This design comes from an exercise in tuning for a short achievable clock period and few clock cycles on the open sky130 flow, not from production work.
At most, simulation tests tie the RTL to the original design; equivalence was not proved.
No functional check of the RTL was part of run 1.
Power is estimated from default activity; no workload was simulated.

### flow/flow/run.sh
#!/bin/bash
set -euo pipefail
bash standard.sh SETUP_SLACK_MARGIN=6.3 finish > standard_flow.log 2>&1
### flow/constraint.sdc
create_clock -name core_clock -period 9.0 [get_ports {clk}]
set_input_delay 1.8000 -clock core_clock [delete_from_list [all_inputs] [get_ports {clk}]]
set_output_delay 1.8000 -clock core_clock [all_outputs]
set_load 0.01 [all_outputs]
### flow/standard.sh
#!/bin/bash
# synth_recipe.tcl (not shown) runs the flow's synth.tcl, then flattens the netlist and writes it again
# the make line also repeats each setting of config.mk as NAME=value (left out here)
make -C /OpenROAD-flow-scripts/flow DESIGN_CONFIG=/design/flow/config.mk WORK_HOME=/design/flow/orfs CLKGATE_MAP_FILE= SYNTH_SCRIPT=/design/flow/synth_recipe.tcl "${@:-finish}"
### flow/design.v
package definitions_pkg;
typedef enum logic [5:0] {
	R_TYPE  = 6'd0,
	ADDI = 6'd1,
	SUBI = 6'd2,	
	ANDI = 6'd3,
	ORI  = 6'd4,
	XORI = 6'd5,
	LUI  = 6'd6,
	LLI  = 6'd7,
	LWR  = 6'd8,
	SWR  = 6'd9,
	LWI  = 6'd10,
	SWI  = 6'd11,
	BEQ  = 6'd12,
	BNE  = 6'd13,
	J    = 6'd14,
	JAL  = 6'd15,
	RET  = 6'd16,
	BLTE = 6'd17
} op_t;
typedef enum logic [5:0] {
	ADD_R  = 6'd0,
	SUB_R  = 6'd1,	
	AND_R  = 6'd2,
	OR_R   = 6'd3,
	XOR_R  = 6'd4,
	SLL_R  = 6'd5,
	SRL_R  = 6'd6,
	SLA_R  = 6'd7,
	SRA_R  = 6'd8
} func_t;
typedef enum logic [3:0] {
	ADD =	4'b0000,
	SUB =	4'b0001,	
	AND =	4'b0010,
	OR =	4'b0011,
	XOR =	4'b0100,
	SLL =	4'b0101,
	SRL =	4'b0110,
	SLA =	4'b0111,
	SRA =	4'b1000,
	LU =	4'b1001,
	LL =	4'b1010,
	NO_OP = 4'b1011
} alu_op_t;
typedef enum logic [1:0] {
	INCREMENT =	2'd0,
	BRANCH    = 2'd1,
	JUMP 		 = 2'd2,
	RETURN 	 = 2'd3
} pc_sel_t;
typedef enum logic [1:0] {
	ALU_RESULT  =	2'd0,
	DATA_MEM    =  2'd1,
	R31_DATA 	=  2'd2
} data_write_t;
typedef enum logic [1:0] {
	RD_VALUE    =	2'd0,
	RT_VALUE   =  2'd1,
	R31_ADDR 	=  2'd2
} rd_t;
typedef enum logic {
	IMM_VALUE    =	1'd0,
	QT_VALUE   =  1'd1
} b_t;
typedef enum logic {
	ADDR_RT_VALUE =  1'd0,
	ADDR_R31      =  1'd1
} rt_t;
endpackage
module extend #(parameter N_IN=16, parameter N_OUT = 32)(
		input logic [N_IN-1:0]	immediate,
		input sign,
		output logic [N_OUT -1:0]	extended	
		);
		logic [N_OUT -1:0] zero_extended;
		logic [N_OUT -1:0] sign_extended;
		always_comb begin
			if(sign) extended = sign_extended;
			else extended = zero_extended;
		end
		assign zero_extended = {{N_OUT - N_IN{1'b0}},immediate};
		assign sign_extended = immediate[N_IN-1] ? {{N_OUT - N_IN{1'b1}},immediate}:{{N_OUT - N_IN{1'b0}},immediate};
endmodule
module controller(
	input clk,
	input definitions_pkg::op_t op,
	input definitions_pkg::func_t func,
	input logic equal,
	input logic lte,
	output logic we,
	output logic muxSel_sa,
	output logic dm_we,
	output definitions_pkg::rd_t muxSel_rd,
	output definitions_pkg::rt_t muxSel_rt,
	output definitions_pkg::b_t muxSel_b,
	output definitions_pkg::data_write_t muxSel_result,
	output logic muxSel_dm_address,
	output definitions_pkg::pc_sel_t muxSel_pc,
	output logic sel_sign
	);
	always_comb begin	
		case(op)
			definitions_pkg::R_TYPE:begin
				case(func)
					definitions_pkg::SLL : muxSel_sa = 1'b1;
					definitions_pkg::SRL : muxSel_sa = 1'b1;
					definitions_pkg::SLA : muxSel_sa = 1'b1;
					definitions_pkg::SRA : muxSel_sa = 1'b1;
					default : muxSel_sa = 1'b0;
				endcase
			end
			default muxSel_sa = 1'b0;
		endcase
	end
	always_comb begin	
		case(op)
			definitions_pkg::R_TYPE:muxSel_rd = definitions_pkg::RD_VALUE;
			definitions_pkg::JAL   :muxSel_rd = definitions_pkg::R31_ADDR;
			default muxSel_rd = definitions_pkg::RT_VALUE;
		endcase
	end
	always_comb begin	
		case(op)
			definitions_pkg::R_TYPE:muxSel_b = definitions_pkg::QT_VALUE;
			definitions_pkg::BEQ : muxSel_b = definitions_pkg::QT_VALUE;
			definitions_pkg::BNE : muxSel_b = definitions_pkg::QT_VALUE;
			definitions_pkg::BLTE : muxSel_b = definitions_pkg::QT_VALUE;
			default muxSel_b = definitions_pkg::IMM_VALUE;
		endcase
	end
	always_comb begin	
		case(op)
			definitions_pkg::RET : muxSel_rt = definitions_pkg::ADDR_R31;
			default muxSel_rt = definitions_pkg::ADDR_RT_VALUE;
		endcase
	end
	always_comb begin	
		case(op)
			definitions_pkg::SWR : we = 1'b0;
			definitions_pkg::SWI : we = 1'b0;
			definitions_pkg::BEQ : we = 1'b0;
			definitions_pkg::BNE : we = 1'b0;
			definitions_pkg::BLTE: we = 1'b0;
			definitions_pkg::J   : we = 1'b0;
			definitions_pkg::RET : we = 1'b0;
			default we = 1'b1;
		endcase
	end
	always_comb begin	
		case(op)
			definitions_pkg::SWR : dm_we = 1'b1;
			definitions_pkg::SWI :  dm_we = 1'b1;
			default dm_we = 1'b0;
		endcase
	end
	always_comb begin	
		case(op)
			definitions_pkg::LWR : muxSel_result = definitions_pkg::DATA_MEM;
			definitions_pkg::LWI : muxSel_result = definitions_pkg::DATA_MEM;
			definitions_pkg::JAL : muxSel_result = definitions_pkg::R31_DATA;
			default muxSel_result = definitions_pkg::ALU_RESULT;
		endcase
	end
	always_comb begin	
		case(op)
			definitions_pkg::LWR : muxSel_dm_address = 1'b1;
			definitions_pkg::SWR : muxSel_dm_address = 1'b1;
			definitions_pkg::LWI : muxSel_dm_address = 1'b0;
			definitions_pkg::SWI : muxSel_dm_address = 1'b0;
			default muxSel_dm_address = 1'b0;
		endcase
	end
	always_comb begin	
		case(op)
			definitions_pkg::BEQ : muxSel_pc = (equal)  ? definitions_pkg::BRANCH : definitions_pkg::INCREMENT;
			definitions_pkg::BNE : muxSel_pc = (~equal) ? definitions_pkg::BRANCH : definitions_pkg::INCREMENT;
			definitions_pkg::BLTE: muxSel_pc = (lte) ? definitions_pkg::BRANCH : definitions_pkg::INCREMENT;
			definitions_pkg::J   : muxSel_pc = definitions_pkg::JUMP;
			definitions_pkg::JAL : muxSel_pc = definitions_pkg::JUMP;
			definitions_pkg::RET : muxSel_pc = definitions_pkg::RETURN;
			default muxSel_pc = definitions_pkg::INCREMENT;
		endcase
	end
	always_comb begin	
		case(op)
			definitions_pkg::ANDI : sel_sign = 1'b0;
			definitions_pkg::ORI  : sel_sign = 1'b0;
			definitions_pkg::XORI : sel_sign = 1'b0;
			default sel_sign = 1'b1;
		endcase
	end
endmodule
module instruction_decoder(
	input definitions_pkg::op_t op,
	input definitions_pkg::func_t func,
	output definitions_pkg::alu_op_t alu_op
	);
	always_comb begin
		case(op)
			definitions_pkg::R_TYPE:begin
				case(func)
					definitions_pkg::ADD_R: 	alu_op	=	definitions_pkg::ADD;
					definitions_pkg::SUB_R:	alu_op	=	definitions_pkg::SUB;
					definitions_pkg::AND_R:	alu_op	=	definitions_pkg::AND;
					definitions_pkg::OR_R:	alu_op	=	definitions_pkg::OR;
					definitions_pkg::XOR_R:	alu_op	=	definitions_pkg::XOR;
					definitions_pkg::SLL_R:	alu_op	=	definitions_pkg::SLL;
					definitions_pkg::SRL_R:	alu_op	=	definitions_pkg::SRL;
					definitions_pkg::SLA_R:	alu_op	=	definitions_pkg::SLA;
					definitions_pkg::SRA_R:	alu_op	= 	definitions_pkg::SRA;
					default alu_op = definitions_pkg::NO_OP;
				endcase
			end
			definitions_pkg::ADDI: alu_op	=	definitions_pkg::ADD;
			definitions_pkg::SUBI:	alu_op	=	definitions_pkg::SUB;
			definitions_pkg::ANDI:	alu_op	=	definitions_pkg::AND;
			definitions_pkg::ORI:	alu_op	=	definitions_pkg::OR;
			definitions_pkg::XORI:	alu_op	=	definitions_pkg::XOR;
			definitions_pkg::LUI:	alu_op	=	definitions_pkg::LU;
			definitions_pkg::LLI:	alu_op	=	definitions_pkg::LL;
			default alu_op = definitions_pkg::NO_OP;
		endcase
	end
endmodule
module alu(
	input logic  [31:0] a,
	input logic  [31:0] b,
	input definitions_pkg::alu_op_t op,
	output logic Z,
	output logic C,
	output logic N,
	output logic O,
	output logic lte,
	output logic equal,
	output logic [31:0] r
	);
	logic extend;
	logic [32:0] extended_sum;
	logic [31:0] sum_result;
	always_comb begin
		case(op)
			definitions_pkg::ADD: 	r	=	sum_result;
			definitions_pkg::SUB:	r	=	a-b;
			definitions_pkg::AND:	r	=	a&b;
			definitions_pkg::OR:	r	=	a|b;
			definitions_pkg::XOR:	r	=	a^b;
			definitions_pkg::SLL:	r	=	b<<a;
			definitions_pkg::SRL:	r	=	b>>a;
			definitions_pkg::SLA:	r	=	$signed(b)<<<a;
			definitions_pkg::SRA:	r	= 	$signed(b)>>>a;
			definitions_pkg::LU:	r	=	{b[15:0],16'b0};
			definitions_pkg::LL:	r	=	{16'b0,b[15:0]};
			default: r = '0;
		endcase
	end
	always_comb begin
		extended_sum = {1'b0, a} + {1'b0, b}; 
		C = extended_sum[32];
		{extend, sum_result} = {a[31], a} + {b[31], b}; 
		O = ({extend, sum_result[31]} == 2'b01);
	end
		assign Z	= (r==0);
		assign N = r[31];
		assign equal = (a==b);
		assign lte = (b <= a);
endmodule
module regfile #(parameter SECT=5)(
	input logic clk,
	input logic we,
	input logic [SECT-1:0]	rs,
	input logic [SECT-1:0]	rt,
	input logic	[SECT-1:0]	rd,
	input logic	[31:0]	d,
	output logic	[31:0]	qs,
	output logic	[31:0]	qt
	);
	logic [31:0] RF	[31:0];
	assign qs = RF[rs];
	assign qt = RF[rt];
	always_ff @(posedge clk)begin	
		if(we) RF[rd] <= d;
	end
endmodule
module status_reg(
	input logic clk,
	input logic asyn_n_rst,
	input logic Z_in,
	input logic C_in,
	input logic N_in,
	input logic O_in,
	output logic Z,
	output logic C,
	output logic N,
	output logic O
	);
	always_ff @(posedge clk or negedge asyn_n_rst) begin
		if(!asyn_n_rst) begin
			{Z,C,N,O} <= 4'b0;
		end else begin
			{Z,C,N,O} <= {Z_in, C_in, N_in, O_in};
		end
	end
endmodule
module PC(
input logic clk,
	input logic asyn_n_rst,
	input logic [31:0] D,
	output logic [31:0] PC
	);
	always_ff @(posedge clk or negedge asyn_n_rst) begin	
		if(!asyn_n_rst) PC <= 32'b0;
		else PC <= D;
	end
endmodule
module mips_single_cycle(
	input logic asyn_n_rst,
	input logic clk,
	input logic [31:0] instruction,
	input logic [31:0] dm_q,
	output logic [31:0] PC,
	output logic [15:0] dm_address,
	output logic [31:0] dm_d,
	output logic dm_we
	);
	localparam int A_ADD = 0, A_SUB = 1, A_AND = 2, A_OR = 3, A_XOR = 4,
	               A_SLL = 5, A_SRL = 6, A_SRA = 7, A_PASS = 8, A_LOAD = 9;
	logic [5:0]  f_op;
	logic [4:0]  f_rs, f_rt, f_rd;
	logic [15:0] f_imm;
	logic [31:0] f_sext, f_pc1, next_pc;
	logic        f_r, f_addi, f_subi, f_andi, f_ori, f_xori, f_lui, f_lli;
	logic        f_lwr, f_swr, f_lwi, f_swi, f_beq, f_bne, f_j, f_jal, f_ret, f_blte;
	logic        f_br, f_pred, f_we, f_bimm;
	logic [4:0]  f_rsi, f_wri;
	logic [31:0] f_immval, f_alt;
	logic [9:0]  f_alu;
	logic [31:0] ras;
	logic        redirect;
	logic [31:0] redirect_pc;
	assign f_op  = instruction[31:26];
	assign f_rs  = instruction[25:21];
	assign f_rt  = instruction[20:16];
	assign f_rd  = instruction[15:11];
	assign f_imm = instruction[15:0];
	assign f_sext = {{16{f_imm[15]}}, f_imm};
	assign f_pc1 = PC + 32'd1;
	assign f_r    = (f_op == 6'd0);
	assign f_addi = (f_op == 6'd1);
	assign f_subi = (f_op == 6'd2);
	assign f_andi = (f_op == 6'd3);
	assign f_ori  = (f_op == 6'd4);
	assign f_xori = (f_op == 6'd5);
	assign f_lui  = (f_op == 6'd6);
	assign f_lli  = (f_op == 6'd7);
	assign f_lwr  = (f_op == 6'd8);
	assign f_swr  = (f_op == 6'd9);
	assign f_lwi  = (f_op == 6'd10);
	assign f_swi  = (f_op == 6'd11);
	assign f_beq  = (f_op == 6'd12);
	assign f_bne  = (f_op == 6'd13);
	assign f_j    = (f_op == 6'd14);
	assign f_jal  = (f_op == 6'd15);
	assign f_ret  = (f_op == 6'd16);
	assign f_blte = (f_op == 6'd17);
	assign f_br   = f_beq | f_bne | f_blte;
	logic [15:0]      bh_valid;
	logic [15:0][3:0] bh_tag;
	logic [15:0][1:0] bh_ctr;
	logic             f_hit, f_same, f_spred;
	logic [1:0]       f_ctr;
	logic [7:0]       pc_prev;
	always_ff @(posedge clk or negedge asyn_n_rst) begin
		if (!asyn_n_rst) f_hit <= 1'b0;
		else f_hit <= bh_valid[PC[3:0]] & (bh_tag[PC[3:0]] == PC[7:4]);
	end
	always_ff @(posedge clk) begin
		pc_prev <= PC[7:0];
		f_ctr   <= bh_ctr[PC[3:0]];
	end
	assign f_same = (f_rs == f_rt);
	assign f_spred = !f_beq;
	assign f_pred = f_same ? !f_bne : (f_hit ? f_ctr[1] : f_spred);
	assign f_we  = f_r | f_addi | f_subi | f_andi | f_ori | f_xori | f_lui | f_lli |
	               f_lwr | f_lwi | f_jal;
	assign f_rsi = f_ret ? 5'd31 : f_rs;
	assign f_wri = f_r ? f_rd : (f_jal ? 5'd31 : f_rt);
	assign f_bimm = !(f_r | f_br);
	always_comb begin
		f_immval = f_sext;
		if (f_andi | f_ori | f_xori | f_lli) f_immval = {16'b0, f_imm};
		if (f_lui) f_immval = {f_imm, 16'b0};
		if (f_jal) f_immval = f_pc1;
	end
	always_comb begin
		if (f_ret) f_alt = ras;
		else if (f_pred) f_alt = f_pc1;
		else f_alt = f_sext;
	end
	always_comb begin
		f_alu = '0;
		if (f_r) begin
			case (instruction[5:0])
				6'd0: f_alu[A_ADD] = 1'b1;
				6'd1: f_alu[A_SUB] = 1'b1;
				6'd2: f_alu[A_AND] = 1'b1;
				6'd3: f_alu[A_OR]  = 1'b1;
				6'd4: f_alu[A_XOR] = 1'b1;
				6'd5: f_alu[A_SLL] = 1'b1;
				6'd6: f_alu[A_SRL] = 1'b1;
				6'd7: f_alu[A_SLL] = 1'b1;
				6'd8: f_alu[A_SRA] = 1'b1;
				default: ;
			endcase
		end
		if (f_addi) f_alu[A_ADD] = 1'b1;
		if (f_subi) f_alu[A_SUB] = 1'b1;
		if (f_andi) f_alu[A_AND] = 1'b1;
		if (f_ori)  f_alu[A_OR]  = 1'b1;
		if (f_xori) f_alu[A_XOR] = 1'b1;
		if (f_lui | f_lli | f_jal) f_alu[A_PASS] = 1'b1;
		if (f_lwr | f_lwi) f_alu[A_LOAD] = 1'b1;
	end
	always_comb begin
		if (redirect) next_pc = redirect_pc;
		else if (f_j | f_jal) next_pc = {6'b0, instruction[25:0]};
		else if (f_br & f_pred) next_pc = f_sext;
		else if (f_ret) next_pc = ras;
		else next_pc = f_pc1;
	end
	logic        k1, k2;
	logic        d_we, d_load, d_store, d_memimm, d_bimm;
	logic        d_chkeq, d_chkne, d_chkle, d_chkgt, d_ret;
	logic        d_fwds, d_fwdt, d_fwds2, d_fwdt2;
	logic        e_we;
	logic [4:0]  e_wri;
	logic [4:0]  d_rsi, d_rti, d_wri, d_sa;
	logic [15:0] d_imm;
	logic [31:0] d_immval, d_alt;
	logic [9:0]  d_alu;
	logic        d_dyn, d_pred, d_fwdb, d_fwdm;
	logic [1:0]  d_ctr;
	logic [7:0]  d_bpc;
	always_ff @(posedge clk or negedge asyn_n_rst) begin
		if (!asyn_n_rst) begin
			PC <= 32'b0;
			ras <= 32'b0;
			k1 <= 1'b1;
			k2 <= 1'b1;
		end else begin
			PC <= next_pc;
			if (f_jal) ras <= f_pc1;
			k1 <= redirect;
			k2 <= k1;
		end
	end
	always_ff @(posedge clk) begin
		d_we    <= f_we;
		d_store <= f_swr | f_swi;
		d_chkeq <= (f_beq & !f_pred) | (f_bne & f_pred);
		d_chkne <= (f_beq & f_pred) | (f_bne & !f_pred);
		d_chkle <= f_blte & !f_pred;
		d_chkgt <= f_blte & f_pred;
		d_ret   <= f_ret;
		d_cmp   <= f_br | f_ret;
	end
	always_ff @(posedge clk) begin
		d_load   <= f_lwr | f_lwi;
		d_memimm <= f_lwi | f_swi;
		d_bimm   <= f_bimm;
		d_rsi    <= f_rsi;
		d_rti    <= f_rt;
		d_wri    <= f_wri;
		d_sa     <= instruction[10:6];
		d_imm    <= f_imm;
		d_immval <= f_immval;
		d_alt    <= f_alt;
		d_alu    <= f_alu;
		d_dyn    <= f_br & !f_same;
		d_pred   <= f_pred;
		d_ctr    <= f_hit ? f_ctr : (f_spred ? 2'd2 : 2'd1);
		d_bpc    <= pc_prev;
		d_fwds   <= d_we & !k1 & (f_rsi == d_wri);
		d_fwdt   <= d_we & !k1 & (f_rt == d_wri);
		d_fwdb   <= d_we & !k1 & (f_rt == d_wri) & !f_bimm;
		d_fwdm   <= d_we & !k1 & (f_rsi == d_wri) & !(f_lwi | f_swi);
		d_fwds2  <= e_we & e_valid & (f_rsi == e_wri);
		d_fwdt2  <= e_we & e_valid & (f_rt == e_wri);
	end
	logic [31:0] rf [0:31];
	logic [31:0] qs, qt, e_result, dm_address_n;
	logic        w_we;
	logic [4:0]  w_wri;
	logic [31:0] w_data;
	assign qs = d_fwds2 ? w_data : rf[d_rsi];
	assign qt = d_fwdt2 ? w_data : rf[d_rti];
	assign dm_address_n = ({32{d_fwdm & e_alu[A_ADD]}} & r_add) | ({32{d_fwdm & e_alu[A_SUB]}} & r_sub) |
		         ({32{d_fwdm}} & r_rest) | ({32{!(d_fwdm)}} & (d_memimm ? {16'b0, d_imm} : qs));
	logic        e_chkeq, e_chkne, e_chkle, e_chkgt, e_ret, e_valid;
	logic [31:0] e_a, e_b, e_alt;
	logic [31:0] e_ca, e_cb;
	logic        d_cmp;
	logic        e_dyn, e_pred;
	logic [1:0]  e_ctr;
	logic [7:0]  e_bpc;
	logic [4:0]  e_sa;
	logic [9:0]  e_alu;
	assign e_valid = !k1 & !k2;
	always_ff @(posedge clk or negedge asyn_n_rst) begin
		if (!asyn_n_rst) dm_we <= 1'b0;
		else dm_we <= d_store & !k1 & !redirect;
	end
	always_ff @(posedge clk) begin
		e_a   <= ({32{d_fwds & e_alu[A_ADD]}} & r_add) | ({32{d_fwds & e_alu[A_SUB]}} & r_sub) |
		         ({32{d_fwds}} & r_rest) | ({32{!(d_fwds)}} & (qs));
		e_b   <= ({32{d_fwdb & e_alu[A_ADD]}} & r_add) | ({32{d_fwdb & e_alu[A_SUB]}} & r_sub) |
		         ({32{d_fwdb}} & r_rest) | ({32{!(d_fwdb)}} & (d_bimm ? d_immval : qt));
		e_dyn <= d_dyn;
		e_pred <= d_pred;
		e_ctr <= d_ctr;
		e_bpc <= d_bpc;
		e_alt <= d_alt;
		e_we   <= d_we;
		e_chkeq <= d_chkeq & !k1 & !redirect;
		e_chkne <= d_chkne & !k1 & !redirect;
		e_chkle <= d_chkle & !k1 & !redirect;
		e_chkgt <= d_chkgt & !k1 & !redirect;
		e_ret  <= d_ret & !k1 & !redirect;
		e_ca  <= ({32{d_fwds & d_cmp & e_alu[A_ADD]}} & r_add) | ({32{d_fwds & d_cmp & e_alu[A_SUB]}} & r_sub) |
		         ({32{d_fwds & d_cmp}} & r_rest) | ({32{!(d_fwds & d_cmp)}} & (d_cmp ? qs : 32'b0));
		e_cb  <= ({32{d_fwdt & d_cmp & e_alu[A_ADD]}} & r_add) | ({32{d_fwdt & d_cmp & e_alu[A_SUB]}} & r_sub) |
		         ({32{d_fwdt & d_cmp}} & r_rest) | ({32{!(d_fwdt & d_cmp)}} & (d_cmp ? qt : 32'b0));
		e_sa  <= d_sa;
		e_alu <= d_alu;
		e_wri <= d_wri;
		dm_d  <= ({32{d_fwdt & e_alu[A_ADD]}} & r_add) | ({32{d_fwdt & e_alu[A_SUB]}} & r_sub) |
		         ({32{d_fwdt}} & r_rest) | ({32{!(d_fwdt)}} & (qt));
		dm_address <= dm_address_n[15:0];
	end
	logic [31:0] r_add, r_sub, r_sll, r_srl, r_sra, r_rest;
	logic        eq, lte;
	assign r_add = e_a + e_b;
	assign r_sub = e_a - e_b;
	assign r_sll = e_sa[4] ? 32'b0 : (e_b << e_sa[3:0]);
	assign r_srl = e_sa[4] ? 32'b0 : (e_b >> e_sa[3:0]);
	logic signed [31:0] e_bs, r_sra4;
	assign e_bs = e_b;
	assign r_sra4 = e_bs >>> e_sa[3:0];
	assign r_sra = e_sa[4] ? {32{e_b[31]}} : r_sra4;
	assign r_rest = ({32{e_alu[A_AND]}}  & (e_a & e_b)) |
	               ({32{e_alu[A_OR]}}   & (e_a | e_b)) |
	               ({32{e_alu[A_XOR]}}  & (e_a ^ e_b)) |
	               ({32{e_alu[A_SLL]}}  & r_sll) |
	               ({32{e_alu[A_SRL]}}  & r_srl) |
	               ({32{e_alu[A_SRA]}}  & r_sra) |
	               ({32{e_alu[A_PASS]}} & e_b) |
	               ({32{e_alu[A_LOAD]}} & dm_q);
	assign e_result = ({32{e_alu[A_ADD]}} & r_add) | ({32{e_alu[A_SUB]}} & r_sub) | r_rest;
	always_ff @(posedge clk or negedge asyn_n_rst) begin
		if (!asyn_n_rst) w_we <= 1'b0;
		else w_we <= e_we & e_valid;
	end
	always_ff @(posedge clk) begin
		w_wri  <= e_wri;
		w_data <= e_result;
		if (w_we) rf[w_wri] <= w_data;
	end
	assign eq  = (e_ca == e_cb);
	assign lte = (e_cb <= e_ca);
	logic       mis_br, e_taken, w_bhen;
	logic [1:0] w_ctr;
	logic [7:0] w_bpc;
	assign mis_br = (e_chkeq & eq) | (e_chkne & !eq) | (e_chkle & lte) | (e_chkgt & !lte);
	assign redirect = mis_br | (e_ret & (e_ca != e_alt));
	assign e_taken = e_pred ^ mis_br;
	always_ff @(posedge clk or negedge asyn_n_rst) begin
		if (!asyn_n_rst) begin
			w_bhen <= 1'b0;
			bh_valid <= 16'b0;
		end else begin
			w_bhen <= e_valid & e_dyn;
			if (w_bhen) bh_valid[w_bpc[3:0]] <= 1'b1;
		end
	end
	always_ff @(posedge clk) begin
		w_bpc <= e_bpc;
		w_ctr <= e_taken ? ((e_ctr == 2'd3) ? 2'd3 : e_ctr + 2'd1)
		                 : ((e_ctr == 2'd0) ? 2'd0 : e_ctr - 2'd1);
		if (w_bhen) begin
			bh_tag[w_bpc[3:0]] <= w_bpc[7:4];
			bh_ctr[w_bpc[3:0]] <= w_ctr;
		end
	end
	assign redirect_pc = e_ret ? e_ca : e_alt;
endmodule
### flow/config.mk
export PLATFORM = sky130hd
export DESIGN_NAME = mips_single_cycle
export DESIGN_NICKNAME = mips_single_cycle
export VERILOG_FILES = /design/flow/design.v
export SDC_FILE = /design/flow/constraint.sdc
export NUM_CORES = 4
export LEC_CHECK = 0
export ABC_CLOCK_PERIOD_IN_PS = 2500
export CAP_MARGIN = 20
export CORE_MARGIN = 2
export CORE_UTILIZATION = 60
export SLEW_MARGIN = 20
export TNS_END_PERCENT = 100
==> impl_metrics.ini, run 1 <==
[sta]
hold_viol = 0
fin_crit_ns = 3.440
rsz0062_at_grt = true
drv_slew = 0
finClkSkew_ns = 0.05481
period_share_pct = 38.22
slew-limit-headroom_pct = 19.92
fmax_mhz = 290.7
finalSetupViolCount = 0
setup_tns_ns = 0
worst_slew_pin_slew_ns = 1.201

[global_route]
grt_max_degree = 91
grt_first_pass_wirelength_um = 410000
grt-ovfl-total = 0
antenna_found_initial = 11
grt_pass1_vias = 56650
gr-usage-all-layers_pct = 42.46

[detailed_routing]
first_iter_violations = 10250
ant_nets = 0
remaining_drc_errors = 0
viasPerCell = 7.355
wire_per_inst_um = 36.82
vias = 59540
drt_pass1_iterations = 7
wirelength_um = 298100

[critical_path]
cp_top_family = compound AO/OA/AOI/OAI gates
arrival_ns = 4.14
worst-path-stages = 11
worstPathRequired_ns = 9.70
crit_fanout = 6
cp_common_cell = a211o_1
cp-start-kind = flop
crit_slowest_cell = o41ai_4
rr_worst_depth = 11
cp_num_buf_inv = 1
cp_cell_sequence = buf_6, fa_2, a211o_1, a211o_1, o211a_4, o31ai_4, nand2_2, o41ai_4, xnor2_2, nand2_4, a311oi_1
crit_type = reg -> reg
end_kind = flop
slowest_delay_ns = 0.44

[final_layout]
finish.utilization_pct = 78.43
layout-drive-gt1-share_pct = 46.50
mostFrequentLayoutCell = edfxtp_1
nets = 6388
final_cell_mix = 1120 x edfxtp_1, 717 x mux4_2, 408 x buf_4, 291 x dfxtp_1, 278 x nand2_1
area_delta_synth_final_pct = 29.39
fillCellCount = 7167

[floorplanning]
dieArea_mm2 = 0.1361
ios = 147
die-width_um = 368.9
core_area_mm2 = 0.1318
rows = 133
dieHeight_um = 368.9
start_util_pct = 60.61

[logic_synthesis]
ys_async_sr_fraction_pct = 5.238
yosys_warnings = 1
avgSynthCellArea_um2 = 14.57
syn_nets = 5683
yosysUniqueCellTypes = 105
synthCells = 5482
ys_seq_area_share_pct = 55.72
synth-edff-count = 1120
yosys_register_bits = 1642
netlist_area_mm2 = 0.07989
synth_flop_cell = edfxtp_1

[cts]
max-clock-path-buffers = 3
cts_num_sinks = 1642
clk_root_buffer_cell = clkbuf_16
htreeDepth = 4
clock_latency_ns = 0.84
numCtsBuffers = 170
cts_hold_buf = 0
clkTransAtPathRegs_ns = 0.06
tritoncts = done

[pwr]
internal_power_mw = 15.60
swShare_pct = 30.78
power_frac_clock_pct = 32.2
leakagePower_nw = 37.05
switchingPower_mw = 6.938
pwr-share-comb_pct = 26.3
power.density_mw_per_mm2 = 218.1
peakVddDrop_mv = 0.1997
pwr-share-seq_pct = 41.5

[run]
max_cap_viol_count = 0

[placement]
io_buffers = 146
dp_hpwl_um = 161600
gp_congestion = 0.9736

[min_path]
hold_depth = 0
hp-class = reg -> reg

[run_status]
outcome = finished clean
## layout make-up
type | count | area, µm² | share of cell area, %
clock buffer | 229 | 4712 | 4.559
sequential | 1642 | 44920 | 43.46
inverter | 177 | 739.5 | 0.7154
antenna | 4 | 10.01 | 0.009684
multi-input combinational | 3281 | 38740 | 37.48
timing repair buffer | 915 | 10960 | 10.60
clock inverter | 92 | 1081 | 1.046
tap | 1755 | 2196 | 2.124
## state kept, by name, indices dropped and copies added, names as in the netlist, 32 cells and up, named ones only
| signal | cells |
|---|---|
| PC | 32 |
| bh_ctr | 32 |
| rf | 1024 |
| e_a | 32 |
| e_alt | 32 |
| d_immval | 32 |
| e_cb | 32 |
| ras | 32 |
| w_data | 32 |
| e_b | 32 |
| d_alt | 32 |
| dm_d | 32 |
| e_ca | 32 |
| bh_tag | 64 |
## power groups by stage
stage / clock network, mW / registers (mW) / logic (mW)
2_1_floorplan: 0 / 9.21 / 2.69
3_3_place_gp: 0 / 9.51 / 3.83
3_5_place_dp: 0 / 9.53 / 3.86
4_1_cts: 7.26 / 9.30 / 5.21
5_1_grt: 7.59 / 9.38 / 6.13
6_report: 7.26 / 9.35 / 5.92
## what timing repair did
action | 4_1_cts | 5_1_grt
setup buffers | 433 | 166
cloned | 61 | 11
setup endpoints to repair | 548 | 467
pin swaps | 244 | 204
resized for setup | 1552 | 443
## stage by stage
stage | power, mW | worst slack [ns] | cell area, µm² | hold WS, ns | cells
final | 22.54 | 5.560 | 103400 | 0.3233 | 8095
after global routing | 23.10 | 5.551 | 103400 | 0.3293 | 8092
after CTS | 21.77 | 5.663 | 99760 | 0.3244 | 7914
after detailed placement | 13.39 | 3.869 | 84040 | 0.3121 | 7099
after global placement | 13.34 | 3.939 | 84040 | 0.3096 | 7099
after floorplan | 11.90 | 5.472 | 81270 | 0.3096 | 5482
## cell usage after synthesis, drive strengths merged (56+ instances only)
cell type | instances | area, µm²
inv | 176 | 660.6
ha | 133 | 1664
nor2b | 56 | 350.3
a21oi | 284 | 1421
mux2 | 93 | 1047
clkbuf | 239 | 898.4
dfrtp | 84 | 2102
nand2 | 311 | 1167
nor2 | 378 | 1421
xnor2 | 67 | 586.8
dfxtp | 436 | 8728
buf | 149 | 713.2
mux2i | 160 | 1609
o21ai | 204 | 1028
a211oi | 77 | 600.6
mux4 | 717 | 16150
edfxtp | 1120 | 33630
xor2 | 67 | 586.8
## layer usage
layer / vias to the layer above / share of wire, % / track usage (%) / routed length (µm)
met4: 14 / 7.4 / 23.19 / 22160
met3: 1272 / 14 / 11.72 / 40980
met1: 30050 / 35 / 57.30 / 103100
met2: 5087 / 44 / 63.08 / 131700
met5: - / 0.053 / 0 / 157
li1: 23110 / - / - / -
## path summary, 6_finish.rpt
path	from	endpoint	slack, ns
max reg2reg	e_b[1]	e_ca[26]	5.56
max	e_b[1]	e_ca[26]	5.56
max in group asynchronous	asyn_n_rst	w_bhen	7.07
min	d_bpc[3]	e_bpc[3]	0.32
min in group asynchronous	asyn_n_rst	PC[6]	0.83
min reg2reg	d_bpc[3]	e_bpc[3]	0.32
## cells by family after synthesis
family          after synthesis  synth area share, %
compound gates              953                7.989
simple gates               1081                6.271
fa+ha+maj                   137                2.158
xor+xnor                    134                1.469
buf+inv                     565                2.849
flops                      1642                55.72
mux                         970                23.54
## worst reg2reg max path, delay by kind of cell (launching register included)
kind / cells / cell delay [ns]
buf+inv: 1 / 0.12
compound gates: 6 / 1.87
fa+ha+maj: 1 / 0.38
simple gates: 2 / 0.33
xor+xnor: 1 / 0.25
flops: 1 / 0.37
==> run 2, diff against run 1 <==
--- a/flow/design.v
+++ b/flow/design.v
@@ -440,5 +440,6 @@
 	logic [31:0] d_immval, d_alt;
 	logic [9:0]  d_alu;
-	logic        d_dyn, d_pred, d_fwdb, d_fwdm;
+	logic        d_fwdb, d_fwdm;
+	logic        d_dyn, d_pred;
 	logic [1:0]  d_ctr;
 	logic [7:0]  d_bpc;
@@ -464,5 +465,4 @@
 		d_chkgt <= f_blte & f_pred;
 		d_ret   <= f_ret;
-		d_cmp   <= f_br | f_ret;
 	end
 	always_ff @(posedge clk) begin
@@ -500,6 +500,4 @@
 	logic        e_chkeq, e_chkne, e_chkle, e_chkgt, e_ret, e_valid;
 	logic [31:0] e_a, e_b, e_alt;
-	logic [31:0] e_ca, e_cb;
-	logic        d_cmp;
 	logic        e_dyn, e_pred;
 	logic [1:0]  e_ctr;
@@ -517,19 +515,15 @@
 		e_b   <= ({32{d_fwdb & e_alu[A_ADD]}} & r_add) | ({32{d_fwdb & e_alu[A_SUB]}} & r_sub) |
 		         ({32{d_fwdb}} & r_rest) | ({32{!(d_fwdb)}} & (d_bimm ? d_immval : qt));
+		e_alt <= d_alt;
 		e_dyn <= d_dyn;
 		e_pred <= d_pred;
 		e_ctr <= d_ctr;
 		e_bpc <= d_bpc;
-		e_alt <= d_alt;
 		e_we   <= d_we;
-		e_chkeq <= d_chkeq & !k1 & !redirect;
-		e_chkne <= d_chkne & !k1 & !redirect;
-		e_chkle <= d_chkle & !k1 & !redirect;
-		e_chkgt <= d_chkgt & !k1 & !redirect;
-		e_ret  <= d_ret & !k1 & !redirect;
-		e_ca  <= ({32{d_fwds & d_cmp & e_alu[A_ADD]}} & r_add) | ({32{d_fwds & d_cmp & e_alu[A_SUB]}} & r_sub) |
-		         ({32{d_fwds & d_cmp}} & r_rest) | ({32{!(d_fwds & d_cmp)}} & (d_cmp ? qs : 32'b0));
-		e_cb  <= ({32{d_fwdt & d_cmp & e_alu[A_ADD]}} & r_add) | ({32{d_fwdt & d_cmp & e_alu[A_SUB]}} & r_sub) |
-		         ({32{d_fwdt & d_cmp}} & r_rest) | ({32{!(d_fwdt & d_cmp)}} & (d_cmp ? qt : 32'b0));
+		e_chkeq <= d_chkeq;
+		e_chkne <= d_chkne;
+		e_chkle <= d_chkle;
+		e_chkgt <= d_chkgt;
+		e_ret  <= d_ret;
 		e_sa  <= d_sa;
 		e_alu <= d_alu;
@@ -567,11 +561,11 @@
 		if (w_we) rf[w_wri] <= w_data;
 	end
-	assign eq  = (e_ca == e_cb);
-	assign lte = (e_cb <= e_ca);
+	assign eq  = (e_a == e_b);
+	assign lte = (e_b <= e_a);
 	logic       mis_br, e_taken, w_bhen;
 	logic [1:0] w_ctr;
 	logic [7:0] w_bpc;
 	assign mis_br = (e_chkeq & eq) | (e_chkne & !eq) | (e_chkle & lte) | (e_chkgt & !lte);
-	assign redirect = mis_br | (e_ret & (e_ca != e_alt));
+	assign redirect = e_valid & (mis_br | (e_ret & (e_a != e_alt)));
 	assign e_taken = e_pred ^ mis_br;
 	always_ff @(posedge clk or negedge asyn_n_rst) begin
@@ -593,4 +587,4 @@
 		end
 	end
-	assign redirect_pc = e_ret ? e_ca : e_alt;
+	assign redirect_pc = e_ret ? e_a : e_alt;
 endmodule
==> run 2 against run 1 <==
Final area fell by 7.7%. Cell count fell by 7.2%. Sequential cell count fell by 65. Total power down 6.7%. Non-clock buffer count fell by 189. Highest routed layer unchanged.
==> impl_metrics.ini, run 2 <==
[run_status]
outcome = finished clean

[logic_synthesis]
ys_seq_area_share_pct = 56.52
synth-edff-count = 1120
avgSynthCellArea_um2 = 14.65
yosys_warnings = 1
yosysTopAreaCell = edfxtp_1
syn_nets = 5390
netlist_area_mm2 = 0.07646
synth_area_leaders = edfxtp_1 44%, mux4_2 21%, dfxtp_1 9.7%
yosys_register_bits = 1577
yosysUniqueCellTypes = 97
synth.most_common_cell = edfxtp_1
synth_top_area_share_pct = 43.99
synth_common_cells = 1120 x edfxtp_1, 696 x mux4_2, 371 x dfxtp_1
synthCells = 5219
synth_flop_cell = edfxtp_1
ys_async_sr_fraction_pct = 5.453

[critical_path]
arrival_ns = 4.44
worstPathRequired_ns = 9.68
rr_worst_depth = 15
end_kind = flop
crit_fanout = 9
crit_type = reg -> reg
rr_endpoint = PC[29]
crit_slowest_cell = dfxtp_2
cp_num_buf_inv = 5
cp_top_family = compound AO/OA/AOI/OAI gates
timing.rr.start = e_a[19]
cp-start-kind = flop
rrSetupSlack_ns = 5.24
cp_cell_sequence = inv_1, ha_4, inv_1, a21oi_2, o31ai_2, a21oi_2, o221a_2, o31a_1, mux2i_4, o41ai_4, buf_6, buf_12, buf_16, a211o_1, o31a_1
slowest_delay_ns = 0.52

[sta]
hold_viol = 0
finClkSkew_ns = 0.03468
setup_tns_ns = 0
worst_slew_pin_slew_ns = 1.182
slew-limit-headroom_pct = 21.22
fin_crit_ns = 3.756
hold_ws_ns = 0.3185
drv_slew = 0
period_share_pct = 41.74
setup_slack_ns = 5.244
rsz0062_at_grt = true
fmax_mhz = 266.2
finalSetupViolCount = 0

[detailed_routing]
wire_per_inst_um = 37.22
ant_nets = 0
wirelength_um = 279700
vias = 54910
remaining_drc_errors = 0
first_iter_violations = 8523
viasPerCell = 7.306
drt_pass1_iterations = 9

[global_route]
grt_pass1_vias = 52510
antenna_found_initial = 8
grt_max_degree = 84
grt-ovfl-total = 0
grt_first_pass_wirelength_um = 388800
gr-usage-all-layers_pct = 42.36

[final_layout]
mostFrequentLayoutCell = edfxtp_1
finish.utilization_pct = 75.72
fillCellCount = 7399
layout-drive-gt1-share_pct = 42.82
stdcell_area_mm2 = 0.09545
nets = 5899
final_cell_mix = 1120 x edfxtp_1, 696 x mux4_2, 316 x buf_4, 312 x nand2_1, 253 x nor2_1
largest_register_ffs = 1024
area_delta_synth_final_pct = 24.84
regMostFlops = rf

[floorplanning]
start_util_pct = 60.65
dieArea_mm2 = 0.1303
rows = 130
core_area_mm2 = 0.1261
dieHeight_um = 361.0
die-width_um = 361.0
ios = 147

[cts]
cts_num_sinks = 1577
max-clock-path-buffers = 3
clkTransAtPathRegs_ns = 0.06
clock_latency_ns = 0.83
tritoncts = done
clk_root_buffer_cell = clkbuf_16
htreeDepth = 4
numCtsBuffers = 161
cts_hold_buf = 0

[placement]
io_buffers = 146
place_ws_ns = 3.152
placed_cell_area_mm2 = 0.08032
gp_congestion = 1.007
dp_hpwl_um = 154900

[run]
max_cap_viol_count = 0

[pwr]
leakagePower_nw = 33.60
peakVddDrop_mv = 0.2023
power.density_mw_per_mm2 = 220.3

[min_path]
hold_end = w_bpc[1]
hp-class = reg -> reg
hold_start = e_bpc[1]
hold_depth = 0
## run 2: cell families after synthesis
| family | share of synthesized area (%) |
|---|---|
| flops | 56.52 |
| simple gates | 5.641 |
| compound gates | 8.241 |
| mux | 23.85 |
| buf+inv | 2.839 |
| fa+ha+maj | 1.764 |
| xor+xnor | 1.146 |
## run 2: layout make-up
class | instances | area (µm²) | area share [%]
Antenna cell | 3 | 7.507 | 0.007865
Multi-Input combinational cell | 3097 | 34820 | 36.48
Timing Repair inverter | 2 | 17.52 | 0.01835
Sequential cell | 1577 | 43560 | 45.63
Clock buffer | 209 | 4574 | 4.792
Inverter | 163 | 686.9 | 0.7196
Tap cell | 1650 | 2064 | 2.163
Clock inverter | 88 | 820.8 | 0.8599
Timing Repair Buffer | 726 | 8902 | 9.326
## run 2: repair_timing
item,CTS,global route
pin swaps,151,115
gates resized for setup,1265,315
gates cloned,55,8
setup endpoints to repair,512,471
buffers inserted,278,124
## run 2: metrics by stage
stage	power (mW)	std cells
4_1_cts	20.50	7380
2_1_floorplan	11.38	5219
3_5_place_dp	12.83	6750
5_1_grt	21.56	7513
6_report	21.03	7515
3_3_place_gp	12.80	6750
## run 2: worst reg2reg max path: stages, from the launching register on
cell	delay [ns]
dfxtp_2	0.52
inv_1	0.13
ha_4	0.34
inv_1	0.13
a21oi_2	0.22
o31ai_2	0.13
a21oi_2	0.21
o221a_2	0.31
o31a_1	0.29
mux2i_4	0.42
o41ai_4	0.10
buf_6	0.18
buf_12	0.14
buf_16	0.15
a211o_1	0.26
o31a_1	0.12
## run 2: per-layer routing
| layer | wire length, µm | GRT usage [%] | vias up |
|---|---|---|---|
| met3 | 35620 | 11.00 | 990 |
| met4 | 20570 | 25.74 | 4 |
| met2 | 126300 | 63.63 | 4358 |
| met1 | 97170 | 56.05 | 27840 |
| li1 | - | - | 21720 |
| met5 | 24 | 0 | - |
## run 2: how the worst max path moves through the flow
stage,from,to,slack [ns],cells after the start
global route,e_a[0],PC[29],5.30,16
CTS,e_a[0],dm_d[29],5.47,15
floorplan,instruction[18],PC[29],5.46,11
global placement,instruction[27],PC[0],3.23,13
finish,e_a[19],PC[29],5.24,15
detailed placement,instruction[27],PC[0],3.15,13
## run 2: power breakdown
part	internal (mW)	switching (mW)	total, mW	leakage (nW)
clock network	3.92	2.96	6.88	2.66
registers	8.52	0.721	9.24	14.4
logic	2.26	2.65	4.91	16.5
total	14.7	6.33	21.0	33.6
Testbench counts of run 2, summed over its fixed seeds: cycles 20,481.
==> run 3, diff against run 2 <==
--- a/flow/design.v
+++ b/flow/design.v
@@ -366,21 +366,5 @@
 	assign f_blte = (f_op == 6'd17);
 	assign f_br   = f_beq | f_bne | f_blte;
-	logic [15:0]      bh_valid;
-	logic [15:0][3:0] bh_tag;
-	logic [15:0][1:0] bh_ctr;
-	logic             f_hit, f_same, f_spred;
-	logic [1:0]       f_ctr;
-	logic [7:0]       pc_prev;
-	always_ff @(posedge clk or negedge asyn_n_rst) begin
-		if (!asyn_n_rst) f_hit <= 1'b0;
-		else f_hit <= bh_valid[PC[3:0]] & (bh_tag[PC[3:0]] == PC[7:4]);
-	end
-	always_ff @(posedge clk) begin
-		pc_prev <= PC[7:0];
-		f_ctr   <= bh_ctr[PC[3:0]];
-	end
-	assign f_same = (f_rs == f_rt);
-	assign f_spred = !f_beq;
-	assign f_pred = f_same ? !f_bne : (f_hit ? f_ctr[1] : f_spred);
+	assign f_pred = (f_rs == f_rt) ? !f_bne : !f_beq;
 	assign f_we  = f_r | f_addi | f_subi | f_andi | f_ori | f_xori | f_lui | f_lli |
 	               f_lwr | f_lwi | f_jal;
@@ -441,7 +425,4 @@
 	logic [9:0]  d_alu;
 	logic        d_fwdb, d_fwdm;
-	logic        d_dyn, d_pred;
-	logic [1:0]  d_ctr;
-	logic [7:0]  d_bpc;
 	always_ff @(posedge clk or negedge asyn_n_rst) begin
 		if (!asyn_n_rst) begin
@@ -478,8 +459,4 @@
 		d_alt    <= f_alt;
 		d_alu    <= f_alu;
-		d_dyn    <= f_br & !f_same;
-		d_pred   <= f_pred;
-		d_ctr    <= f_hit ? f_ctr : (f_spred ? 2'd2 : 2'd1);
-		d_bpc    <= pc_prev;
 		d_fwds   <= d_we & !k1 & (f_rsi == d_wri);
 		d_fwdt   <= d_we & !k1 & (f_rt == d_wri);
@@ -500,7 +477,4 @@
 	logic        e_chkeq, e_chkne, e_chkle, e_chkgt, e_ret, e_valid;
 	logic [31:0] e_a, e_b, e_alt;
-	logic        e_dyn, e_pred;
-	logic [1:0]  e_ctr;
-	logic [7:0]  e_bpc;
 	logic [4:0]  e_sa;
 	logic [9:0]  e_alu;
@@ -516,8 +490,4 @@
 		         ({32{d_fwdb}} & r_rest) | ({32{!(d_fwdb)}} & (d_bimm ? d_immval : qt));
 		e_alt <= d_alt;
-		e_dyn <= d_dyn;
-		e_pred <= d_pred;
-		e_ctr <= d_ctr;
-		e_bpc <= d_bpc;
 		e_we   <= d_we;
 		e_chkeq <= d_chkeq;
@@ -563,28 +533,7 @@
 	assign eq  = (e_a == e_b);
 	assign lte = (e_b <= e_a);
-	logic       mis_br, e_taken, w_bhen;
-	logic [1:0] w_ctr;
-	logic [7:0] w_bpc;
-	assign mis_br = (e_chkeq & eq) | (e_chkne & !eq) | (e_chkle & lte) | (e_chkgt & !lte);
-	assign redirect = e_valid & (mis_br | (e_ret & (e_a != e_alt)));
-	assign e_taken = e_pred ^ mis_br;
-	always_ff @(posedge clk or negedge asyn_n_rst) begin
-		if (!asyn_n_rst) begin
-			w_bhen <= 1'b0;
-			bh_valid <= 16'b0;
-		end else begin
-			w_bhen <= e_valid & e_dyn;
-			if (w_bhen) bh_valid[w_bpc[3:0]] <= 1'b1;
-		end
-	end
-	always_ff @(posedge clk) begin
-		w_bpc <= e_bpc;
-		w_ctr <= e_taken ? ((e_ctr == 2'd3) ? 2'd3 : e_ctr + 2'd1)
-		                 : ((e_ctr == 2'd0) ? 2'd0 : e_ctr - 2'd1);
-		if (w_bhen) begin
-			bh_tag[w_bpc[3:0]] <= w_bpc[7:4];
-			bh_ctr[w_bpc[3:0]] <= w_ctr;
-		end
-	end
+	assign redirect = e_valid & ((e_chkeq & eq) | (e_chkne & !eq) |
+	                             (e_chkle & lte) | (e_chkgt & !lte) |
+	                             (e_ret & (e_a != e_alt)));
 	assign redirect_pc = e_ret ? e_a : e_alt;
 endmodule
--- a/flow/config.mk
+++ b/flow/config.mk
@@ -9,5 +9,5 @@
 export CAP_MARGIN = 20
 export CORE_MARGIN = 2
-export CORE_UTILIZATION = 60
+export CORE_UTILIZATION = 66
 export SLEW_MARGIN = 20
 export TNS_END_PERCENT = 100
==> run 3 against run 2 <==
Still clean on timing, DRC and antenna. Non-clock buffer count is 131 higher. Register-to-register slack worse by 0.02 ns. Die area is 16% lower. Count of clock-buffer cells in the layout is 6 higher. Via count is 20% higher. Critical path type unchanged.
==> impl_metrics.ini, run 3 <==
[run_status]
outcome = finished clean

[logic_synthesis]
synth_common_cells = 1024 x edfxtp_1, 674 x mux4_2, 366 x nor2_1
synthSimpleGateAreaFrac_pct = 5.588
ys_async_sr_fraction_pct = 4.792
yosys_warnings = 1
synth-edff-count = 1024
avgSynthCellArea_um2 = 14.72
yosysTopAreaCell = edfxtp_1
netlist_area_mm2 = 0.07028
synth_top_family_by_area = multiplexers
ys_seq_area_share_pct = 55.49
synth-compound-area-share_pct = 8.028
synth.most_common_cell = edfxtp_1
synth_flop_cell = edfxtp_1
yosysUniqueCellTypes = 94
synthCells = 4774
synth_area_leaders = edfxtp_1 44%, mux4_2 22%, dfxtp_1 9.3%
synthMuxAreaShare_pct = 24.70
synth_top_area_share_pct = 43.75
synth_xor_area_share_pct = 1.284
synthAdderAreaFrac_pct = 1.802
yosys_register_bits = 1419
syn_nets = 4940

[min_path]
hp-class = reg -> reg

[detailed_routing]
ant_nets = 0
vias = 65700
viasPerCell = 9.420
remaining_drc_errors = 0
drt_pass1_iterations = 29
wire_per_inst_um = 53.77
wirelength_um = 375000
first_iter_violations = 19680

[placement]
dp_hpwl_um = 148400
gp_congestion = 1.043
io_buffers = 146
placed_cell_area_mm2 = 0.07332

[global_route]
grt-ovfl-total = 0
gr-usage-all-layers_pct = 58.85
antenna_found_initial = 33
grt_max_degree = 69
grt_first_pass_wirelength_um = 440400
grt_pass1_vias = 56780

[floorplanning]
dieArea_mm2 = 0.1091
start_util_pct = 66.67
dieHeight_um = 330.3
die-width_um = 330.3
core_area_mm2 = 0.1054
ios = 147
rows = 119

[final_layout]
multi_input_area_mm2 = 0.03368
ff_latch_area_mm2 = 0.03940
area_delta_synth_final_pct = 28.71
stdcell_area_mm2 = 0.09046
mostFrequentLayoutCell = edfxtp_1
largest_register_ffs = 1024
layout-drive-gt1-share_pct = 47.57
final_cell_mix = 1024 x edfxtp_1, 674 x mux4_2, 432 x buf_4, 267 x nor2_1, 200 x nand2_1
fillCellCount = 3958
regMostFlops = rf
nets = 5583

[pwr]
peakVddDrop_mv = 0.2263
leakagePower_nw = 31.92
power.density_mw_per_mm2 = 221.4

[cts]
clock_latency_ns = 0.92
max-clock-path-buffers = 3
cts_num_sinks = 1419
numCtsBuffers = 147
clk_root_buffer_cell = clkbuf_16
htreeDepth = 4
cts_hold_buf = 0
tritoncts = done
clkTransAtPathRegs_ns = 0.08

[sta]
drv_slew = 0
worst_slew_pin_slew_ns = 1.414
finalSetupViolCount = 0
setup_tns_ns = 0
period_share_pct = 41.99
rsz0062_at_grt = true
hold_viol = 0
fin_crit_ns = 3.779
finClkSkew_ns = 0.1173
slew-limit-headroom_pct = 5.465
fmax_mhz = 264.6

[critical_path]
crit_type = reg -> reg
arrival_ns = 4.44
cp_cell_sequence = inv_1, ha_4, buf_12, buf_8, a21oi_4, o21ai_4, a211oi_4, nand3_4, o21ai_4, o41ai_2, xnor2_1, a221oi_4, buf_6, mux2i_1
cp_common_cell = o21ai_4
end_kind = flop
crit_fanout = 6
cp-start-kind = flop
slowest_delay_ns = 0.78
worstPathRequired_ns = 9.66
crit_slowest_cell = mux2i_1

[run]
max_cap_viol_count = 0
-- run 3: changes by cell type after synthesis, sizes merged, moves of 24 or more --
cell,change
o21ai,-45
dfxtp,-44
nor2,+26
clkbuf,-45
mux2,-85
nand2,-87
inv,-24
mux2i,+58
edfxtp,-96
nor2b,-27
buf,+34
-- run 3: worst max-delay path: cells and delay by family (launching register included) --
| kind | cells | cell delay (ns) |
|---|---|---|
| buffers and inverters | 4 | 0.56 |
| AOI/OAI and AO/OA | 6 | 1.12 |
| adders and majority gates | 1 | 0.25 |
| DFF | 1 | 0.47 |
| and+or+nand+nor | 1 | 0.12 |
| xor gates and xnor gates | 1 | 0.29 |
| muxes | 1 | 0.78 |
-- run 3: layout make-up --
cell class	instances	share of cell area [%]
flip-flops and latches	1419	43.56
multi-input cells	2855	37.24
repair buffers	857	11.22
clock buffers	215	4.666
well taps	1391	1.924
clock inverters	56	0.6363
inverters	136	0.6294
diodes	44	0.1217
repair inverters	1	0.009682
-- run 3: path summary, 6_finish.rpt --
check | to | slack (ns) | depth (start not counted) | from
max | e_a[24] | 5.22 | 14 | e_a[13]
min | e_alu[4] | 0.32 | 0 | d_alu[4]
max reg2reg | e_a[24] | 5.22 | 14 | e_a[13]
min reg2reg | e_alu[4] | 0.32 | 0 | d_alu[4]
max in group asynchronous | PC[12] | 7.11 | 1 | asyn_n_rst
min in group asynchronous | PC[31] | 1.15 | 1 | asyn_n_rst
-- run 3: cells by family after synthesis --
kind of cell | count (synthesis)
mux | 889
buf+inv | 508
flops | 1419
compound gates | 873
xor+xnor | 103
simple gates | 881
other cells | 1
fa+ha+maj | 100
-- run 3: through the flow --
stage	std cells	utilization (%)	setup WS (ns)	power, mW	hold slack [ns]
6_report	6974	85.81	5.221	20.02	0.3191
5_1_grt	6950	85.75	5.329	19.99	0.3255
4_1_cts	6718	81.92	5.772	18.19	0.3263
3_5_place_dp	6029	69.56	3.775	11.18	0.3121
3_3_place_gp	6029	69.56	3.785	11.16	0.3101
2_1_floorplan	4774	-	5.418	9.998	0.3096
-- run 3: where the power goes --
group | switching, mW | internal, mW | total [mW] | leakage, nW
Clock | 3.29 | 3.45 | 6.74 | 2.36
Combinational | 2.84 | 2.12 | 4.96 | 16.6
Sequential | 0.730 | 7.60 | 8.33 | 13.0
-- run 3: repair_timing --
item,4_1_cts,5_1_grt
setup endpoints to repair,596,534
gates cloned,64,18
resized for setup,1348,467
pin swaps,185,162
setup buffers,354,194
-- run 3: per-layer routing --
metal | global-route usage (%) | up-vias | wire length [µm]
met3 | 28.19 | 4535 | 76770
met5 | 0.1739 | - | 2510
met1 | 66.43 | 30110 | 96060
met4 | 54.52 | 80 | 57470
met2 | 82.32 | 10580 | 142200
li1 | - | 20390 | -
Testbench counts of run 3, summed over its fixed seeds: cycles 20,653.
==> run 4, diff against run 3 <==
--- a/flow/config.mk
+++ b/flow/config.mk
@@ -9,5 +9,5 @@
 export CAP_MARGIN = 20
 export CORE_MARGIN = 2
-export CORE_UTILIZATION = 66
+export CORE_UTILIZATION = 60
 export SLEW_MARGIN = 20
 export TNS_END_PERCENT = 100
==> run 4 against run 3 <==
Count of clock-buffer cells in the layout fell by 16. Still clean on timing, DRC and antenna. Non-clock buffer count fell by 72. Sequential power fell by 1%.
==> impl_metrics.ini, run 4 <==
[final_layout]
mostFrequentLayoutCell = edfxtp_1
nets = 5513
ff_latch_area_mm2 = 0.03940
fillCellCount = 6648
layout-drive-gt1-share_pct = 45.70
regMostFlops = rf
final_cell_mix = 1024 x edfxtp_1, 674 x mux4_2, 349 x buf_4, 281 x nor2_1, 217 x nand2_1
area_delta_synth_final_pct = 27.50
multi_input_area_mm2 = 0.03335
stdcell_area_mm2 = 0.08961
largest_register_ffs = 1024

[pwr]
power_frac_clock_pct = 33.3
internal_power_mw = 13.35
pwr-share-seq_pct = 43.2
pwr-share-comb_pct = 23.5
switchingPower_mw = 5.673
swShare_pct = 29.83
power_mw = 19.02
power.density_mw_per_mm2 = 212.2
leakagePower_nw = 31.53
peakVddDrop_mv = 0.2350

[critical_path]
slowest_delay_ns = 0.50
crit_type = reg -> reg
cp_cell_sequence = buf_16, buf_6, buf_12, buf_6, buf_12, buf_16, mux4_2, mux4_2, mux2i_2, nor2_2, a21oi_4, nor2_1, a211oi_1, a21oi_1
end_kind = flop
worstPathRequired_ns = 9.64
arrival_ns = 3.92
cp-start-kind = flop
crit_slowest_cell = mux4_2
cp_top_family = multiplexers
cp_num_buf_inv = 6
crit_fanout = 7

[logic_synthesis]
yosys_warnings = 1
synth_top_area_share_pct = 43.75
yosysTopAreaCell = edfxtp_1
synth_common_cells = 1024 x edfxtp_1, 674 x mux4_2, 366 x nor2_1
synth_area_leaders = edfxtp_1 44%, mux4_2 22%, dfxtp_1 9.3%
yosysUniqueCellTypes = 94
ys_async_sr_fraction_pct = 4.792
yosys_register_bits = 1419
syn_nets = 4940
synth-edff-count = 1024
synthCells = 4774
avgSynthCellArea_um2 = 14.72
synth.most_common_cell = edfxtp_1
netlist_area_mm2 = 0.07028
synth_flop_cell = edfxtp_1
ys_seq_area_share_pct = 55.49

[cts]
cts_num_sinks = 1419
htreeDepth = 4
clock_latency_ns = 0.81
clkTransAtPathRegs_ns = 0.06
numCtsBuffers = 147
cts_hold_buf = 0
tritoncts = done
clk_root_buffer_cell = clkbuf_16
max-clock-path-buffers = 3

[floorplanning]
rows = 125
start_util_pct = 60.48
core_area_mm2 = 0.1162
ios = 147
die-width_um = 346.2
dieHeight_um = 346.2
dieArea_mm2 = 0.1199

[global_route]
grt_pass1_vias = 50720
gr-usage-all-layers_pct = 44.86
grt_first_pass_wirelength_um = 378200
grt-ovfl-total = 0
grt_max_degree = 71
antenna_found_initial = 9

[sta]
fmax_mhz = 305.4
slew-limit-headroom_pct = 21.54
finalSetupViolCount = 0
fin_crit_ns = 3.275
setup_slack_ns = 5.725
drv_slew = 0
worst_slew_pin_slew_ns = 1.177
period_share_pct = 36.38
finClkSkew_ns = 0.04653
hold_viol = 0
hold_ws_ns = 0.3138
rsz0062_at_grt = true
setup_tns_ns = 0

[detailed_routing]
drt_pass1_iterations = 9
ant_nets = 0
remaining_drc_errors = 0
wirelength_um = 275000
vias = 52440
viasPerCell = 7.500
wire_per_inst_um = 39.33
first_iter_violations = 8601

[placement]
dp_hpwl_um = 143700
place_ws_ns = 3.718
placed_cell_area_mm2 = 0.07351
io_buffers = 146
gp_congestion = 1.003

[run]
max_cap_viol_count = 0

[run_status]
outcome = finished clean

[min_path]
hp-class = reg -> reg
-- run 4: cell counts after synthesis --
No cell type changed its count.
-- run 4: logic make-up after synthesis --
kind of cell	share of synthesized area, %
compound gates	8.028
xor+xnor	1.284
fa+ha+maj	1.802
buf+inv	3.096
flops	55.49
mux	24.70
other cells	0.005336
simple gates	5.589
-- run 4: area by class of cell --
cell class,count,area share (%)
repair inverters,1,0.009774
diodes,2,0.005585
clock buffers,199,4.655
inverters,136,0.6451
clock inverters,69,0.8713
flip-flops and latches,1419,43.97
well taps,1524,2.128
repair buffers,785,10.49
multi-input cells,2857,37.22
-- run 4: what timing repair did --
action	4_1_cts	5_1_grt
pin swaps	181	136
gates cloned	65	9
resized for setup	1385	371
setup endpoints to repair	406	348
setup buffers	361	119
-- run 4: power by group through the flow --
stage | clock network (mW) | logic [mW] | registers, mW
after floorplan | 0 | 1.90 | 8.09
after global placement | 0 | 2.82 | 8.38
after detailed placement | 0 | 2.82 | 8.39
after CTS | 6.30 | 3.93 | 8.18
after global routing | 6.59 | 4.62 | 8.24
final | 6.34 | 4.46 | 8.21
-- run 4: final timing paths --
path                       startpoint       endpoint  slack (ns)  depth (start not counted)
max reg2reg                      flop  dm_address[4]        5.73                         14
max in group asynchronous  asyn_n_rst          PC[8]        7.06                          1
min                         d_alt[10]      e_alt[10]        0.31                          0
min in group asynchronous  asyn_n_rst          PC[2]        1.19                          1
max                              flop  dm_address[4]        5.73                         14
min reg2reg                 d_alt[10]      e_alt[10]        0.31                          0
-- run 4: worst reg2reg max path, cell delays in order (launching register included) --
cell and delay, ns:
dfxtp_4 0.37, buf_16 0.16, buf_6 0.14, buf_12 0.14, buf_6 0.13, buf_12 0.09, buf_16 0.12, mux4_2 0.50
mux4_2 0.50, mux2i_2 0.20, nor2_2 0.09, a21oi_4 0.35, nor2_1 0.08, a211oi_1 0.20, a21oi_1 0.06
-- run 4: per-layer routing --
| metal | track usage [%] | part of all wire [%] | wire [µm] |
|---|---|---|---|
| met1 | 57.84 | 33 | 91370 |
| met5 | 0 | 0.0076 | 21 |
| met2 | 67.72 | 45 | 123200 |
| met3 | 11.88 | 13 | 36330 |
| met4 | 29.63 | 8.8 | 24090 |
-- run 4: per-stage QoR --
stage	util, %	instances
2_1_floorplan	-	4774
3_3_place_gp	63.25	6166
3_5_place_dp	63.26	6166
4_1_cts	74.78	6860
5_1_grt	77.11	6991
6_report	77.11	6992
==> run 5, diff against run 4 <==
--- a/flow/design.v
+++ b/flow/design.v
@@ -532,5 +532,5 @@
 	end
 	assign eq  = (e_a == e_b);
-	assign lte = (e_b <= e_a);
+	assign lte = ((~e_a) <= (~e_b));
 	assign redirect = e_valid & ((e_chkeq & eq) | (e_chkne & !eq) |
 	                             (e_chkle & lte) | (e_chkgt & !lte) |
==> run 5 against run 4 <==
Combinational power about the same. Count of clock-buffer cells in the layout is 6 lower. Final area down 1.5%.
==> impl_metrics.ini, run 5 <==
[logic_synthesis]
ys_async_sr_fraction_pct = 4.792
synth_area_leaders = edfxtp_1 44%, mux4_2 21%, dfxtp_1 9.3%
synth.most_common_cell = edfxtp_1
avgSynthCellArea_um2 = 14.73
yosys_register_bits = 1419
netlist_area_mm2 = 0.07055
syn_nets = 4985
synth_flop_cell = edfxtp_1
ys_seq_area_share_pct = 55.28
synth-edff-count = 1024
yosysTopAreaCell = edfxtp_1
synth_top_area_share_pct = 43.59
synth_common_cells = 1024 x edfxtp_1, 670 x mux4_2, 358 x nor2_1
synthCells = 4788
yosysUniqueCellTypes = 93
yosys_warnings = 1

[cts]
tritoncts = done
max-clock-path-buffers = 3
htreeDepth = 4
cts_hold_buf = 0
cts_num_sinks = 1419
clk_root_buffer_cell = clkbuf_16
numCtsBuffers = 148
clock_latency_ns = 0.79
clkTransAtPathRegs_ns = 0.07

[floorplanning]
rows = 125
dieHeight_um = 346.9
start_util_pct = 60.63
core_area_mm2 = 0.1164
ios = 147
dieArea_mm2 = 0.1203
die-width_um = 346.9

[final_layout]
mostFrequentLayoutCell = edfxtp_1
area_delta_synth_final_pct = 25.12
layout-drive-gt1-share_pct = 42.20
regMostFlops = rf
largest_register_ffs = 1024
fillCellCount = 6711
stdcell_area_mm2 = 0.08827
final_cell_mix = 1024 x edfxtp_1, 670 x mux4_2, 324 x buf_4, 280 x nor2_1, 231 x nand2_1
nets = 5484
stdcell_count = 6941

[critical_path]
rrSetupSlack_ns = 5.49
arrival_ns = 4.15
crit_type = reg -> reg
cp_top_family = multiplexers
cp-start-kind = flop
worstPathRequired_ns = 9.64
crit_slowest_cell = mux4_2
cp_cell_sequence = buf_12, buf_12, buf_16, mux4_2, mux4_2, mux2i_1, nor2_1, a21oi_4, nor2_1, a211oi_1, a21oi_2
cp_num_buf_inv = 3
slowest_delay_ns = 0.53
crit_fanout = 12
end_kind = flop

[sta]
worst_slew_pin_slew_ns = 1.258
slew-limit-headroom_pct = 16.16
fmax_mhz = 285.3
finalSetupViolCount = 0
hold_viol = 0
period_share_pct = 38.95
finClkSkew_ns = 0.03288
fin_crit_ns = 3.505
hold_ws_ns = 0.3182
drv_slew = 0
setup_tns_ns = 0
rsz0062_at_grt = true

[global_route]
grt-ovfl-total = 0
antenna_found_initial = 14
grt_max_degree = 69
grt_first_pass_wirelength_um = 384400
gr-usage-all-layers_pct = 45.82
grt_pass1_vias = 50650

[placement]
placed_cell_area_mm2 = 0.07406
gp_congestion = 0.9960
io_buffers = 146
dp_hpwl_um = 151200
placed_cells = 6198

[detailed_routing]
ant_nets = 0
first_iter_violations = 9557
vias = 52700
viasPerCell = 7.592
wire_per_inst_um = 40.33
remaining_drc_errors = 0
wirelength_um = 279900
drt_pass1_iterations = 8

[min_path]
hp-class = reg -> reg

[run]
max_cap_viol_count = 0

[pwr]
leakagePower_nw = 30.96
peakVddDrop_mv = 0.2067
power.density_mw_per_mm2 = 217.3

[run_status]
outcome = finished clean
-- run 5: changes by cell type in the layout (fill, tap and decap cells not counted), sizes merged, moves of 19 or more --
cell	delta
buf	-83
a21oi	-26
xor2	-29
ha	+31
mux2i	+21
xnor2	+20
nand2	-19
-- run 5: path summary, 6_finish.rpt --
kind | start | to | cells past startpoint
setup / recovery | flop | e_b[25] | 11
max in group asynchronous | asyn_n_rst | PC[10] | 1
hold / removal | d_alt[12] | e_alt[12] | 0
hold reg to reg | d_alt[12] | e_alt[12] | 0
setup reg to reg | flop | e_b[25] | 11
min in group asynchronous | asyn_n_rst | PC[31] | 1
-- run 5: per-layer routing --
metal | routed length, µm | track usage (%)
met2 | 123900 | 67.91
met4 | 23560 | 30.26
met1 | 92160 | 60.71
met3 | 40210 | 11.50
met5 | 35 | 0
-- run 5: cells by family after synthesis --
kind of cell | share of synthesized area (%)
adders and majority gates | 2.345
DFF | 55.28
buffers and inverters | 2.879
AOI/OAI and AO/OA | 8.222
and+or+nand+nor | 5.340
muxes | 24.76
xor gates and xnor gates | 1.167
other | 0.005316
-- run 5: timing repair --
action	in CTS	in global routing
gates cloned	47	10
resized for setup	1149	341
buffers inserted	295	110
pin swaps	134	125
endpoints found under the setup margin	517	324
-- run 5: metrics by stage --
stage                     power (mW)  setup WS [ns]  util [%]
after global routing           19.61          5.490     75.85
after CTS                      18.63          5.603     73.79
after detailed placement       11.60          3.546     63.65
after floorplan                10.20          5.507         -
after global placement         11.57          3.515     63.65
final                          19.19          5.495     75.86
-- run 5: area by class of cell --
class / instances / area, µm² / area share, %
inverter: 142 / 610.6 / 0.6917
tap: 1524 / 1907 / 2.160
multi-input combinational: 2869 / 33210 / 37.62
antenna: 5 / 12.51 / 0.01417
sequential: 1419 / 39310 / 44.53
clock inverter: 82 / 809.5 / 0.9171
clock buffer: 193 / 4141 / 4.692
timing repair inverter: 1 / 11.26 / 0.01276
timing repair buffer: 706 / 8259 / 9.357
-- run 5: where the power goes --
part           total (mW)  internal (mW)  switching (mW)
combinational        4.46           2.02            2.45
clock                6.31           3.61            2.69
sequential           8.42           7.72           0.701
total                19.2           13.3            5.84
Testbench counts of run 5, summed over its fixed seeds: cycles 20,653.

port drivers added, routing unchanged:
In the flow no input, the clock included, has a driving cell. The finished layouts below were timed again as built, in two steps.
Step 1 sets driving cells, clkbuf_16 on the clock port and buf_2 on the other inputs (assumed; they add their load-dependent delay and slew).
Step 2 adds t to the input delays and takes it off the output delays; t is the mean of the earliest and latest rising clock arrival at the registers after step 1. Input paths then give back, and output paths get back, about the clock's delay inside the block.
Three values: no drivers, after step 1, after step 2; two values: the first two.
| run | shift t [ns] | setup slack, ns | worst register clock-pin slew, ns |
|---|---|---|---|
| run 1 | 0.903 | 5.560 / 5.560 / 4.913 | 0.07 / 0.07 |
| run 2 | 0.884 | 5.244 / 5.244 / 4.860 | 0.07 / 0.07 |
| run 3 | 0.937 | 5.221 / 5.221 / 4.924 | 0.12 / 0.12 |
| run 4 | 0.863 | 5.725 / 5.722 / 5.032 | 0.07 / 0.07 |
| run 5 | 0.859 | 5.495 / 5.495 / 4.842 | 0.07 / 0.07 |
After both steps every run listed still meets setup and hold. For run 4, which loses most, drivers alone change the setup slack by -0.003 ns; drivers and shift together by -0.693 ns.
